From an optimization exercise on the open Yosys and OpenROAD flow, aimed at small area, a short achievable clock period and few clock cycles per item; shortcuts taken in it are not production practice.
Where RTL was checked, it was by simulation tests only, not by an equivalence proof against the original.
Power is estimated from default activity; no workload was simulated.

==> inputs of build 6 <==
==> flow/design.v <==
module sha512_signer (
    input  wire         clk,
    input  wire         rst_n,
    input  wire [511:0] s_tdata,
    input  wire [63:0]  s_tkeep,
    input  wire [5:0]   s_tid,
    input  wire         s_tlast,
    input  wire         s_tvalid,
    output wire         s_tready,
    output wire [511:0] m_tdata,
    output wire [63:0]  m_tkeep,
    output wire [5:0]   m_tid,
    output wire         m_tlast,
    output wire         m_tvalid,
    input  wire         m_tready
);
localparam integer R  = 1;           
localparam integer NC = 80 / R;      
localparam integer CW = 7;
localparam [511:0] IV = {64'h6a09e667f3bcc908, 64'hbb67ae8584caa73b,
                         64'h3c6ef372fe94f82b, 64'ha54ff53a5f1d36f1,
                         64'h510e527fade682d1, 64'h9b05688c2b3e6c1f,
                         64'h1f83d9abfb41bd6b, 64'h5be0cd19137e2179};
function [63:0] kconst(input [6:0] n);
    case (n)
    7'd0: kconst = 64'h428a2f98d728ae22; 7'd1: kconst = 64'h7137449123ef65cd;
    7'd2: kconst = 64'hb5c0fbcfec4d3b2f; 7'd3: kconst = 64'he9b5dba58189dbbc;
    7'd4: kconst = 64'h3956c25bf348b538; 7'd5: kconst = 64'h59f111f1b605d019;
    7'd6: kconst = 64'h923f82a4af194f9b; 7'd7: kconst = 64'hab1c5ed5da6d8118;
    7'd8: kconst = 64'hd807aa98a3030242; 7'd9: kconst = 64'h12835b0145706fbe;
    7'd10: kconst = 64'h243185be4ee4b28c; 7'd11: kconst = 64'h550c7dc3d5ffb4e2;
    7'd12: kconst = 64'h72be5d74f27b896f; 7'd13: kconst = 64'h80deb1fe3b1696b1;
    7'd14: kconst = 64'h9bdc06a725c71235; 7'd15: kconst = 64'hc19bf174cf692694;
    7'd16: kconst = 64'he49b69c19ef14ad2; 7'd17: kconst = 64'hefbe4786384f25e3;
    7'd18: kconst = 64'h0fc19dc68b8cd5b5; 7'd19: kconst = 64'h240ca1cc77ac9c65;
    7'd20: kconst = 64'h2de92c6f592b0275; 7'd21: kconst = 64'h4a7484aa6ea6e483;
    7'd22: kconst = 64'h5cb0a9dcbd41fbd4; 7'd23: kconst = 64'h76f988da831153b5;
    7'd24: kconst = 64'h983e5152ee66dfab; 7'd25: kconst = 64'ha831c66d2db43210;
    7'd26: kconst = 64'hb00327c898fb213f; 7'd27: kconst = 64'hbf597fc7beef0ee4;
    7'd28: kconst = 64'hc6e00bf33da88fc2; 7'd29: kconst = 64'hd5a79147930aa725;
    7'd30: kconst = 64'h06ca6351e003826f; 7'd31: kconst = 64'h142929670a0e6e70;
    7'd32: kconst = 64'h27b70a8546d22ffc; 7'd33: kconst = 64'h2e1b21385c26c926;
    7'd34: kconst = 64'h4d2c6dfc5ac42aed; 7'd35: kconst = 64'h53380d139d95b3df;
    7'd36: kconst = 64'h650a73548baf63de; 7'd37: kconst = 64'h766a0abb3c77b2a8;
    7'd38: kconst = 64'h81c2c92e47edaee6; 7'd39: kconst = 64'h92722c851482353b;
    7'd40: kconst = 64'ha2bfe8a14cf10364; 7'd41: kconst = 64'ha81a664bbc423001;
    7'd42: kconst = 64'hc24b8b70d0f89791; 7'd43: kconst = 64'hc76c51a30654be30;
    7'd44: kconst = 64'hd192e819d6ef5218; 7'd45: kconst = 64'hd69906245565a910;
    7'd46: kconst = 64'hf40e35855771202a; 7'd47: kconst = 64'h106aa07032bbd1b8;
    7'd48: kconst = 64'h19a4c116b8d2d0c8; 7'd49: kconst = 64'h1e376c085141ab53;
    7'd50: kconst = 64'h2748774cdf8eeb99; 7'd51: kconst = 64'h34b0bcb5e19b48a8;
    7'd52: kconst = 64'h391c0cb3c5c95a63; 7'd53: kconst = 64'h4ed8aa4ae3418acb;
    7'd54: kconst = 64'h5b9cca4f7763e373; 7'd55: kconst = 64'h682e6ff3d6b2b8a3;
    7'd56: kconst = 64'h748f82ee5defb2fc; 7'd57: kconst = 64'h78a5636f43172f60;
    7'd58: kconst = 64'h84c87814a1f0ab72; 7'd59: kconst = 64'h8cc702081a6439ec;
    7'd60: kconst = 64'h90befffa23631e28; 7'd61: kconst = 64'ha4506cebde82bde9;
    7'd62: kconst = 64'hbef9a3f7b2c67915; 7'd63: kconst = 64'hc67178f2e372532b;
    7'd64: kconst = 64'hca273eceea26619c; 7'd65: kconst = 64'hd186b8c721c0c207;
    7'd66: kconst = 64'heada7dd6cde0eb1e; 7'd67: kconst = 64'hf57d4f7fee6ed178;
    7'd68: kconst = 64'h06f067aa72176fba; 7'd69: kconst = 64'h0a637dc5a2c898a6;
    7'd70: kconst = 64'h113f9804bef90dae; 7'd71: kconst = 64'h1b710b35131c471b;
    7'd72: kconst = 64'h28db77f523047d84; 7'd73: kconst = 64'h32caab7b40c72493;
    7'd74: kconst = 64'h3c9ebe0a15c9bebc; 7'd75: kconst = 64'h431d67c49c100d4c;
    7'd76: kconst = 64'h4cc5d4becb3e42b6; 7'd77: kconst = 64'h597f299cfc657e2a;
    7'd78: kconst = 64'h5fcb6fab3ad6faec; 7'd79: kconst = 64'h6c44198c4a475817;
    default: kconst = 64'h0;
    endcase
endfunction
function [63:0] rotr(input [63:0] x, input integer n);
    rotr = (x >> n) | (x << (64 - n));
endfunction
reg          run;       
reg          add;       
reg          dig;       
reg          fin;       
reg          pad;       
reg          pend;      
reg [CW-1:0] c;         
reg [3:0]    j;         
reg [3:0]    rot;       
reg [11:0]   nbeats;
reg [63:0]   w [0:15];
reg [63:0]   H [0:7];
reg [63:0]   v [0:7];   
wire ld_idle  = !run && !add && !dig;
wire want     = ld_idle || (run && !fin && c >= 7'd65) || (add && !fin);
wire aligned  = (rot == 4'd0) || (ld_idle && j == 4'd0);
wire ins_slot = want && !pend && aligned;
wire beat_end = (j[2:0] == 3'd7);                     
wire dlw      = ins_slot && beat_end;                  
wire can_ins  = ins_slot && s_tvalid;
wire adv      = run && rot == 4'd0 && (!want || can_ins);
wire data_cap = can_ins && !s_tlast && beat_end;
wire blk_full = can_ins && j == 4'd15;
assign m_tvalid = s_tvalid && (dig || pend || (dlw && !s_tlast));
assign s_tready = m_tvalid && m_tready;
assign m_tdata  = dig ? {H[0], H[1], H[2], H[3], H[4], H[5], H[6], H[7]} : s_tdata;
assign m_tkeep  = s_tkeep;
assign m_tid    = s_tid;
assign m_tlast  = s_tlast;
reg [63:0] inw;
always @(*) begin
    if (s_tlast) inw = !pad ? 64'h8000000000000000 : (j == 4'd15) ? {43'h0, nbeats, 9'h0} : 64'h0;
    else         inw = s_tdata[(7 - j[2:0]) * 64 +: 64];
end
function [127:0] csa(input [63:0] x, input [63:0] y, input [63:0] z);
    csa = {((x & y) | (x & z) | (y & z)) << 1, x ^ y ^ z};
endfunction
function [63:0] add64(input [63:0] x, input [63:0] y);
    reg [63:0] g, p, gn, pn;
    integer l, b;
    begin
        g = x & y;
        p = x ^ y;
        for (l = 0; l < 6; l = l + 1) begin
            gn = g;
            pn = p;
            for (b = 0; b < 64; b = b + 1) begin
                if (b & (1 << l)) begin
                    gn[b] = g[b] | (p[b] & g[((b >> l) << l) - 1]);
                    pn[b] = p[b] & p[((b >> l) << l) - 1];
                end
            end
            g = gn;
            p = pn;
        end
        add64 = x ^ y ^ {g[62:0], 1'b0};
    end
endfunction
function [63:0] bsig0(input [63:0] x);
    bsig0 = rotr(x, 28) ^ rotr(x, 34) ^ rotr(x, 39);
endfunction
function [63:0] bsig1(input [63:0] x);
    bsig1 = rotr(x, 14) ^ rotr(x, 18) ^ rotr(x, 41);
endfunction
function [63:0] ssig0(input [63:0] x);
    ssig0 = rotr(x, 1) ^ rotr(x, 8) ^ (x >> 7);
endfunction
function [63:0] ssig1(input [63:0] x);
    ssig1 = rotr(x, 19) ^ rotr(x, 61) ^ (x >> 6);
endfunction
function [63:0] chf(input [63:0] x, input [63:0] y, input [63:0] z);
    chf = (x & y) | (~x & z);
endfunction
function [63:0] majf(input [63:0] x, input [63:0] y, input [63:0] z);
    majf = (x & y) | (x & z) | (y & z);
endfunction
wire [63:0] a0 = v[0], b0 = v[1], c0 = v[2], d0 = v[3];
wire [63:0] e0 = v[4], f0 = v[5], g0 = v[6], h0 = v[7];
wire [63:0] k0 = kconst(c);
wire [127:0] p1  = csa(h0, w[0], k0);
wire [63:0]  s1e = bsig1(e0), ch1 = chf(e0, f0, g0);
wire [63:0]  s0a = bsig0(a0), mj1 = majf(a0, b0, c0);
wire [127:0] x1  = csa(ch1, mj1, s1e);
wire [127:0] y1  = csa(p1[63:0], p1[127:64], s0a);
wire [127:0] z1  = csa(y1[63:0], y1[127:64], x1[63:0]);
wire [127:0] u1  = csa(z1[63:0], z1[127:64], x1[127:64]);
wire [63:0]  a1  = add64(u1[63:0], u1[127:64]);
wire [127:0] q1  = csa(p1[63:0], p1[127:64], d0);
wire [127:0] r1  = csa(q1[63:0], q1[127:64], ch1);
wire [127:0] t1e = csa(r1[63:0], r1[127:64], s1e);
wire [63:0]  e1  = add64(t1e[63:0], t1e[127:64]);
reg [63:0] nv [0:7];
always @(*) begin
    nv[0] = a1; nv[1] = a0; nv[2] = b0; nv[3] = c0;
    nv[4] = e1; nv[5] = e0; nv[6] = f0; nv[7] = g0;
end
wire [127:0] m0a = csa(ssig1(w[14]), w[9], ssig0(w[1]));
wire [127:0] m0b = csa(m0a[63:0], m0a[127:64], w[0]);
wire [63:0]  wn  = add64(m0b[63:0], m0b[127:64]);
wire ff = add || (adv && c >= NC - 3);
reg [63:0] nH [0:7];
integer q, r;
always @(*) begin
    for (q = 0; q < 2; q = q + 1) begin
        for (r = 0; r < 4; r = r + 1) begin
            if (r < R) nH[4 * q + r] = add64(H[4 * q + 4 - R + r], v[4 * q + r]);
            else       nH[4 * q + r] = H[4 * q + r - R];
        end
    end
end
wire dig_out = dig && s_tvalid && m_tready;
integer i;
always @(posedge clk) begin
    for (i = 0; i < 15; i = i + 1) w[i] <= w[i + 1];
    w[15] <= can_ins ? inw : adv ? wn : w[0];
    if (!rst_n) begin
        run <= 1'b0; add <= 1'b0; dig <= 1'b0; fin <= 1'b0; pad <= 1'b0;
        pend <= 1'b0; j <= 4'd0; rot <= 4'd0; nbeats <= 12'd0;
        for (i = 0; i < 8; i = i + 1) begin
            H[i] <= IV[(7 - i) * 64 +: 64];
            v[i] <= IV[(7 - i) * 64 +: 64];
        end
    end else begin
        if (can_ins && ld_idle && j == 4'd0) rot <= 4'd0;
        else if (!can_ins && !adv)          rot <= rot + 4'd1;
        if (can_ins) begin
            j <= j + 4'd1;
            if (s_tlast) pad <= 1'b1;
        end
        if (data_cap) begin
            nbeats <= nbeats + 12'd1;
            if (!m_tready) pend <= 1'b1;
        end
        if (pend && s_tvalid && m_tready) pend <= 1'b0;
        if (adv) begin
            for (i = 0; i < 8; i = i + 1) v[i] <= nv[i];
            c <= c + 1'b1;
            if (c == NC - 1) begin
                run <= 1'b0;
                add <= 1'b1;
            end
        end
        if (ff) begin
            for (i = 0; i < 8; i = i + 1) H[i] <= nH[i];
        end
        if (add) begin
            for (i = 0; i < 8; i = i + 1) v[i] <= nH[i];
            add <= 1'b0;
            if (fin) dig <= 1'b1;
        end
        if (blk_full) begin
            pad <= 1'b0;
            run <= 1'b1;
            fin <= pad || s_tlast;
            c   <= 0;
        end
        if (dig_out) begin
            dig <= 1'b0;
            fin <= 1'b0;
            nbeats <= 12'd0;
            for (i = 0; i < 8; i = i + 1) begin
                H[i] <= IV[(7 - i) * 64 +: 64];
                v[i] <= IV[(7 - i) * 64 +: 64];
            end
        end
    end
end
endmodule
==> flow/run.sh <==
#!/bin/bash
# synth_recipe.tcl (not shown) runs the flow's synth.tcl, then flattens the netlist and writes it again
# the make line also repeats each setting of config.mk as NAME=value (left out here)
make -C /OpenROAD-flow-scripts/flow DESIGN_CONFIG=/design/flow/config.mk WORK_HOME=/design/flow/orfs CLKGATE_MAP_FILE= SYNTH_SCRIPT=/design/flow/synth_recipe.tcl finish
==> flow/config.mk <==
export PLATFORM = sky130hd
export DESIGN_NAME = sha512_signer
export DESIGN_NICKNAME = sha512_signer
export VERILOG_FILES = /design/flow/design.v
export SDC_FILE = /design/flow/constraint.sdc
export NUM_CORES = 4
export LEC_CHECK = 0
export CAP_MARGIN = 40
export CORE_MARGIN = 2
export CORE_UTILIZATION = 50
export SETUP_SLACK_MARGIN = 5
export SLEW_MARGIN = 40
export SYNTH_MEMORY_MAX_BITS = 16384
==> flow/constraint.sdc <==
create_clock -name core_clock -period 11.0 [get_ports {clk}]
set_input_delay 2.2000 -clock core_clock [delete_from_list [all_inputs] [get_ports {clk}]]
set_output_delay 2.2000 -clock core_clock [all_outputs]
set_load 0.01 [all_outputs]
==> inputs of build 78, as changes to build 6 <==
--- a/flow/design.v
+++ b/flow/design.v
@@ -80,4 +80,6 @@
 reg [3:0]    rot;       
 reg [11:0]   nbeats;
+reg          ok_dat;    
+reg          ok_out;    
 reg [63:0]   w [0:15];
 reg [63:0]   H [0:7];
@@ -93,5 +95,5 @@
 wire data_cap = can_ins && !s_tlast && beat_end;
 wire blk_full = can_ins && j == 4'd15;
-assign m_tvalid = s_tvalid && (dig || pend || (dlw && !s_tlast));
+assign m_tvalid = s_tvalid && (ok_out || (ok_dat && !s_tlast));
 assign s_tready = m_tvalid && m_tready;
 assign m_tdata  = dig ? {H[0], H[1], H[2], H[3], H[4], H[5], H[6], H[7]} : s_tdata;
@@ -148,5 +150,5 @@
 wire [63:0] a0 = v[0], b0 = v[1], c0 = v[2], d0 = v[3];
 wire [63:0] e0 = v[4], f0 = v[5], g0 = v[6], h0 = v[7];
-wire [63:0] k0 = kconst(c);
+reg  [63:0] k0;
 wire [127:0] p1  = csa(h0, w[0], k0);
 wire [63:0]  s1e = bsig1(e0), ch1 = chf(e0, f0, g0);
@@ -181,11 +183,63 @@
 end
 wire dig_out = dig && s_tvalid && m_tready;
+reg          run_n, add_n, dig_n, fin_n, pad_n, pend_n;
+reg [CW-1:0] c_n;
+reg [3:0]    j_n, rot_n;
+reg [11:0]   nbeats_n;
+always @(*) begin
+    run_n = run; add_n = add; dig_n = dig; fin_n = fin; pad_n = pad;
+    pend_n = pend; c_n = c; j_n = j; rot_n = rot; nbeats_n = nbeats;
+    if (can_ins && ld_idle && j == 4'd0) rot_n = 4'd0;
+    else if (!can_ins && !adv)          rot_n = rot + 4'd1;
+    if (can_ins) begin
+        j_n = j + 4'd1;
+        if (s_tlast) pad_n = 1'b1;
+    end
+    if (data_cap) begin
+        nbeats_n = nbeats + 12'd1;
+        if (!m_tready) pend_n = 1'b1;
+    end
+    if (pend && s_tvalid && m_tready) pend_n = 1'b0;
+    if (adv) begin
+        c_n = c + 1'b1;
+        if (c == NC - 1) begin
+            run_n = 1'b0;
+            add_n = 1'b1;
+        end
+    end
+    if (add) begin
+        add_n = 1'b0;
+        if (fin) dig_n = 1'b1;
+    end
+    if (blk_full) begin
+        pad_n = 1'b0;
+        run_n = 1'b1;
+        fin_n = pad || s_tlast;
+        c_n   = 0;
+    end
+    if (dig_out) begin
+        dig_n = 1'b0;
+        fin_n = 1'b0;
+        nbeats_n = 12'd0;
+    end
+    if (!rst_n) begin
+        run_n = 1'b0; add_n = 1'b0; dig_n = 1'b0; fin_n = 1'b0; pad_n = 1'b0;
+        pend_n = 1'b0; j_n = 4'd0; rot_n = 4'd0; nbeats_n = 12'd0;
+    end
+end
+wire ld_idle_n = !run_n && !add_n && !dig_n;
+wire want_n    = ld_idle_n || (run_n && !fin_n && c_n >= 7'd65) || (add_n && !fin_n);
+wire aligned_n = (rot_n == 4'd0) || (ld_idle_n && j_n == 4'd0);
 integer i;
 always @(posedge clk) begin
     for (i = 0; i < 15; i = i + 1) w[i] <= w[i + 1];
     w[15] <= can_ins ? inw : adv ? wn : w[0];
+    if (adv)           k0 <= kconst(c + 7'd1);
+    else if (blk_full) k0 <= kconst(7'd0);
+    run <= run_n; add <= add_n; dig <= dig_n; fin <= fin_n; pad <= pad_n;
+    pend <= pend_n; c <= c_n; j <= j_n; rot <= rot_n; nbeats <= nbeats_n;
+    ok_dat <= want_n && !pend_n && aligned_n && (j_n[2:0] == 3'd7);
+    ok_out <= dig_n || pend_n;
     if (!rst_n) begin
-        run <= 1'b0; add <= 1'b0; dig <= 1'b0; fin <= 1'b0; pad <= 1'b0;
-        pend <= 1'b0; j <= 4'd0; rot <= 4'd0; nbeats <= 12'd0;
         for (i = 0; i < 8; i = i + 1) begin
             H[i] <= IV[(7 - i) * 64 +: 64];
@@ -193,22 +247,6 @@
         end
     end else begin
-        if (can_ins && ld_idle && j == 4'd0) rot <= 4'd0;
-        else if (!can_ins && !adv)          rot <= rot + 4'd1;
-        if (can_ins) begin
-            j <= j + 4'd1;
-            if (s_tlast) pad <= 1'b1;
-        end
-        if (data_cap) begin
-            nbeats <= nbeats + 12'd1;
-            if (!m_tready) pend <= 1'b1;
-        end
-        if (pend && s_tvalid && m_tready) pend <= 1'b0;
         if (adv) begin
             for (i = 0; i < 8; i = i + 1) v[i] <= nv[i];
-            c <= c + 1'b1;
-            if (c == NC - 1) begin
-                run <= 1'b0;
-                add <= 1'b1;
-            end
         end
         if (ff) begin
@@ -217,17 +255,6 @@
         if (add) begin
             for (i = 0; i < 8; i = i + 1) v[i] <= nH[i];
-            add <= 1'b0;
-            if (fin) dig <= 1'b1;
-        end
-        if (blk_full) begin
-            pad <= 1'b0;
-            run <= 1'b1;
-            fin <= pad || s_tlast;
-            c   <= 0;
         end
         if (dig_out) begin
-            dig <= 1'b0;
-            fin <= 1'b0;
-            nbeats <= 12'd0;
             for (i = 0; i < 8; i = i + 1) begin
                 H[i] <= IV[(7 - i) * 64 +: 64];
==> flow/flow/run.sh (new file) <==
#!/bin/bash
# Standard layout with stronger timing repair and faster port buffers.
cp standard.sh standard_sh.log
cp config.mk config_mk.log
export BUFFER_PORTS_ARGS="-buffer_cell sky130_fd_sc_hd__buf_4"
export SETUP_SLACK_MARGIN=6
bash standard.sh > standard.log 2>&1
==> flow/standard.sh (new file) <==
#!/bin/bash
# synth_recipe.tcl (not shown) runs the flow's synth.tcl, then flattens the netlist and writes it again
# the make line also repeats each setting of config.mk as NAME=value (left out here)
make -C /OpenROAD-flow-scripts/flow DESIGN_CONFIG=/design/flow/config.mk WORK_HOME=/design/flow/orfs CLKGATE_MAP_FILE= SYNTH_SCRIPT=/design/flow/synth_recipe.tcl "${@:-finish}"
SETUP_SLACK_MARGIN = not set   (was 5)
removed: flow/run.sh
==> inputs of trial 79, as changes to build 6 <==
--- a/flow/design.v
+++ b/flow/design.v
@@ -107,25 +107,4 @@
     csa = {((x & y) | (x & z) | (y & z)) << 1, x ^ y ^ z};
 endfunction
-function [63:0] add64(input [63:0] x, input [63:0] y);
-    reg [63:0] g, p, gn, pn;
-    integer l, b;
-    begin
-        g = x & y;
-        p = x ^ y;
-        for (l = 0; l < 6; l = l + 1) begin
-            gn = g;
-            pn = p;
-            for (b = 0; b < 64; b = b + 1) begin
-                if (b & (1 << l)) begin
-                    gn[b] = g[b] | (p[b] & g[((b >> l) << l) - 1]);
-                    pn[b] = p[b] & p[((b >> l) << l) - 1];
-                end
-            end
-            g = gn;
-            p = pn;
-        end
-        add64 = x ^ y ^ {g[62:0], 1'b0};
-    end
-endfunction
 function [63:0] bsig0(input [63:0] x);
     bsig0 = rotr(x, 28) ^ rotr(x, 34) ^ rotr(x, 39);
@@ -156,9 +135,9 @@
 wire [127:0] z1  = csa(y1[63:0], y1[127:64], x1[63:0]);
 wire [127:0] u1  = csa(z1[63:0], z1[127:64], x1[127:64]);
-wire [63:0]  a1  = add64(u1[63:0], u1[127:64]);
+wire [63:0]  a1  = u1[63:0] + u1[127:64];
 wire [127:0] q1  = csa(p1[63:0], p1[127:64], d0);
 wire [127:0] r1  = csa(q1[63:0], q1[127:64], ch1);
 wire [127:0] t1e = csa(r1[63:0], r1[127:64], s1e);
-wire [63:0]  e1  = add64(t1e[63:0], t1e[127:64]);
+wire [63:0]  e1  = t1e[63:0] + t1e[127:64];
 reg [63:0] nv [0:7];
 always @(*) begin
@@ -168,5 +147,5 @@
 wire [127:0] m0a = csa(ssig1(w[14]), w[9], ssig0(w[1]));
 wire [127:0] m0b = csa(m0a[63:0], m0a[127:64], w[0]);
-wire [63:0]  wn  = add64(m0b[63:0], m0b[127:64]);
+wire [63:0]  wn  = m0b[63:0] + m0b[127:64];
 wire ff = add || (adv && c >= NC - 3);
 reg [63:0] nH [0:7];
@@ -175,5 +154,5 @@
     for (q = 0; q < 2; q = q + 1) begin
         for (r = 0; r < 4; r = r + 1) begin
-            if (r < R) nH[4 * q + r] = add64(H[4 * q + 4 - R + r], v[4 * q + r]);
+            if (r < R) nH[4 * q + r] = H[4 * q + 4 - R + r] + v[4 * q + r];
             else       nH[4 * q + r] = H[4 * q + r - R];
         end
CORE_UTILIZATION = 40   (was 50)
SETUP_SLACK_MARGIN = not set   (was 5)
==> notes <==
The lowest non-clock buffer count belongs to build 6, the highest to build 78.
Against build 6, the first-iteration DRC count of build 78 is lower by about 3.2%.
Setup slack: trial 79 < build 6 < build 78.
Synthesized area: build 6 < build 78 < trial 79.
==> figures <==
Run status: trial 79 complete, no violations; build 6 complete, no violations; build 78 complete, no violations
Clock slew at the register clock pins of the worst setup and hold paths: trial 79 0.07 ns; build 6 0.07 ns; build 78 0.06 ns
Nature of the critical path startpoint: trial 79 primary input; build 6 flip-flop; build 78 flip-flop
Number of sequential cells in the layout: trial 79 2145; build 6 2145; build 78 2147
Cell count along the critical path: trial 79 9; build 6 22; build 78 22
Seq cells post-synth: trial 79 2145; build 6 2145; build 78 2147
Delay of the slowest cell on the worst path: trial 79 0.59 ns; build 6 0.52 ns; build 78 0.62 ns
Combined buffer and inverter count along the critical path: trial 79 2; build 6 4; build 78 5
Post-route insts no fill: trial 79 18.2k; build 6 16.2k; build 78 16.5k
Clock power frac: trial 79 27.9%; build 6 28.9%; build 78 26.6%
Testbench counts of build 6, summed over its fixed seeds: cycles 73,074, beats 1,720.
Testbench counts of trial 79, summed over its fixed seeds: cycles 73,074, beats 1,720.
The RTL of build 78 was laid out without a check of its function.

==> static timing again, ports no longer ideal <==
The results above use ideal ports. As a check the final layouts listed here were re-extracted and re-timed, cells and wires unchanged. Step 1: set_driving_cell puts a clkbuf_16 on clk and a buf_2 on each other input, an assumption about the parent block. Step 2, shift: input delay + t, output delay - t, t = (earliest + latest rising clock arrival at the registers) / 2. This alone moves slack from input paths to output paths. Slacks: ideal / step 1 / step 2; pairs: ideal / step 1.
run | t (ns) | setup WS [ns] | worst slew at a driven data input, ns
build 6 | 1.017 | 4.841 / 4.743 / 3.726 | 0.39
build 78 | 0.996 | 5.050 / 5.050 / 5.039 | 0.39
trial 79 | 0.989 | 2.995 / 2.675 / 2.510 | 0.49
After both steps every run listed still meets setup and hold. The setup slack of build 6, which loses most, moves by -0.098 ns with the drivers and by -1.115 ns with both steps.
